This design comes from an exercise in tuning for small area and a short achievable clock period on the open sky130 flow, not from production work.
The RTL was checked by simulation tests, not by an equivalence proof against the original design.

the previous run:
Design ROTATING_VECTORING, start of the top module:
module ROTATING_VECTORING(clk,xi,yi,xf,yf);
 input clk;
 input [15:0] xi,yi;
 output [15:0] xf,yf;
  reg [15:0] a0, b0, d0;    
  reg        n0;            
  wire [15:0] a0n, b0n, d0n;
  addc0 u_b0(.a(xi), .b(yi), .ci(1'b0), .s(b0n));
  sub01 u_a0(.a(xi), .b(yi), .s0(d0n), .s1(a0n));
  always @(posedge clk) begin
    a0 <= a0n; b0 <= b0n; d0 <= d0n; n0 <= yi[15];
  end
  wire [15:0] c0 = ~d0;     
  wire [15:0] vx0 = n0 ? a0 : b0;
  wire [15:0] vy0 = n0 ? b0 : c0;
  reg [15:0] vx1r, vy1r;
  wire [15:0] vx1n_op = {{1{vy0[15]}}, vy0[15:1]} ^ {16{~(~vy0[15])}};
  wire [15:0] vy1n_op = {{1{vx0[15]}}, vx0[15:1]} ^ {16{~vy0[15]}};
  wire vx1n_ci = (vy0[15] & (|vy0[0:0])) ^ ~(~vy0[15]);
  wire vy1n_ci = (vx0[15] & (|vx0[0:0])) ^ (~vy0[15]);
  wire [15:0] vx1n_a = vx0;
  wire [15:0] vx1n_b = vx1n_op;
  wire [16:0] vx1n_g0 = {vx1n_a & vx1n_b, vx1n_ci};
  wire [16:0] vx1n_p0 = {vx1n_a ^ vx1n_b, 1'b0};
  wire [16:0] vx1n_g1, vx1n_p1;
  assign vx1n_g1[0] = vx1n_g0[0];
  assign vx1n_p1[0] = vx1n_p0[0];
  assign vx1n_g1[1] = vx1n_g0[1] | (vx1n_p0[1] & vx1n_g0[0]);
  assign vx1n_p1[1] = vx1n_p0[1] & vx1n_p0[0];
  assign vx1n_g1[2] = vx1n_g0[2];
  assign vx1n_p1[2] = vx1n_p0[2];
  ...
For scale: about 35000 um^2 of cells after synthesis.
clock: 12.0 ns
lec_check: 0
cap_margin: 20
core_margin: 2
core_utilization: 40
slew_margin: 20
synth_hierarchical: 1
standard.sh (not shown) runs the stock make flow with config.mk's settings and CLKGATE_MAP_FILE= SYNTH_SCRIPT=/design/flow/synth_recipe.tcl, a recipe that flattens the netlist after the stock synthesis.
==> flow/flow/run.sh <==
#!/bin/bash
# Own layout flow: the standard ORFS flow, with timing repair aimed at a
# slack margin below the clock period and stronger port buffers.
set -euo pipefail
export SETUP_SLACK_MARGIN=8.6
export BUFFER_PORTS_ARGS="-buffer_cell sky130_fd_sc_hd__buf_2"
export CTS_ARGS="-sink_clustering_enable -repair_clock_nets -dont_use_dummy_load -sink_clustering_size 12 -sink_clustering_max_diameter 50 -buf_list {sky130_fd_sc_hd__clkbuf_4 sky130_fd_sc_hd__clkbuf_8}"
bash standard.sh > standard_flow.log 2>&1
Changes in the current run relative to the previous run:
# the previous run
export LEC_CHECK = 0
export CAP_MARGIN = 20
export CORE_MARGIN = 2
export CORE_UTILIZATION = 40
export SLEW_MARGIN = 20
export SYNTH_HIERARCHICAL = 1
create_clock -name core_clock -period 12.0 [get_ports {clk}]
# the current run
export LEC_CHECK = 0
export CAP_MARGIN = 20
export CORE_MARGIN = 2
export CORE_UTILIZATION = 50
export PLACE_DENSITY = 0.75
export SLEW_MARGIN = 20
export SYNTH_HIERARCHICAL = 1
create_clock -name core_clock -period 12.0 [get_ports {clk}]
==> flow/flow/run.sh <==
#!/bin/bash
# Own layout flow: the standard ORFS flow (standard.sh, unchanged synthesis),
# with these changes to how the layout is made:
#  - every port still gets a buffer, a buf_2 instead of the default delay buffer;
#  - clock tree: no dummy loads, clusters of up to 12 flip-flops, a clkbuf_16 root
#    and clkbuf_4/8 elsewhere (one balanced tree for all registers).
# The make output goes to standard_flow.log, each tool's log to orfs/logs/.
set -euo pipefail
export SETUP_SLACK_MARGIN=8.6
export BUFFER_PORTS_ARGS="-buffer_cell sky130_fd_sc_hd__buf_2"
export CTS_ARGS="-sink_clustering_enable -repair_clock_nets -dont_use_dummy_load -root_buf sky130_fd_sc_hd__clkbuf_16 -sink_clustering_size 12 -sink_clustering_max_diameter 50 -buf_list {sky130_fd_sc_hd__clkbuf_4 sky130_fd_sc_hd__clkbuf_8}"
bash standard.sh > standard_flow.log 2>&1
## What came out
The current run: done, clean on timing, DRC and antenna. Changes observed in the current run relative to the previous run: number of sinks handled by clock tree synthesis about even; flip-flop and latch count now sits at about the same level; wire length of the first global-routing pass down about 3.4%; number of gates resized after cts decreased 33%. Via count of the first global-routing pass grows slightly when moving from the previous run to the current run. Relative to the previous run, clock buffer count in the final layout has decreased by about 12% in the current run. The current run vs the previous run on hold slack: the current run is the higher one. The count of buffering cells on the critical path with inverters included was comparable across the current run and the previous run. Re overall die area: the previous run was higher than the current run.

port drivers added, routing unchanged:
In the flow no input, the clock included, has a driving cell. The finished layouts below were timed again as built, in two steps. Step 1 assumes that a clkbuf_16 drives the clock port and a buf_2 every other input. Step 2 moves the port delays by t, midway between the first and last clock arrival at a register: inputs arrive t later, outputs are due t later. That takes back most of the time a late clock gives input paths. Three values: ideal ports, drivers, drivers and shift; two values: the first two.
run	t, ns	setup WS [ns]	worst data-port slew with drivers (ns)
the previous run	0.686	8.511 / 8.450 / 7.991	0.04
the current run	0.596	8.621 / 8.562 / 8.072	0.06
After both steps setup and hold are still met in every run listed. The setup slack of the current run, which loses most, moves by -0.059 ns with the drivers and by -0.549 ns with both steps.
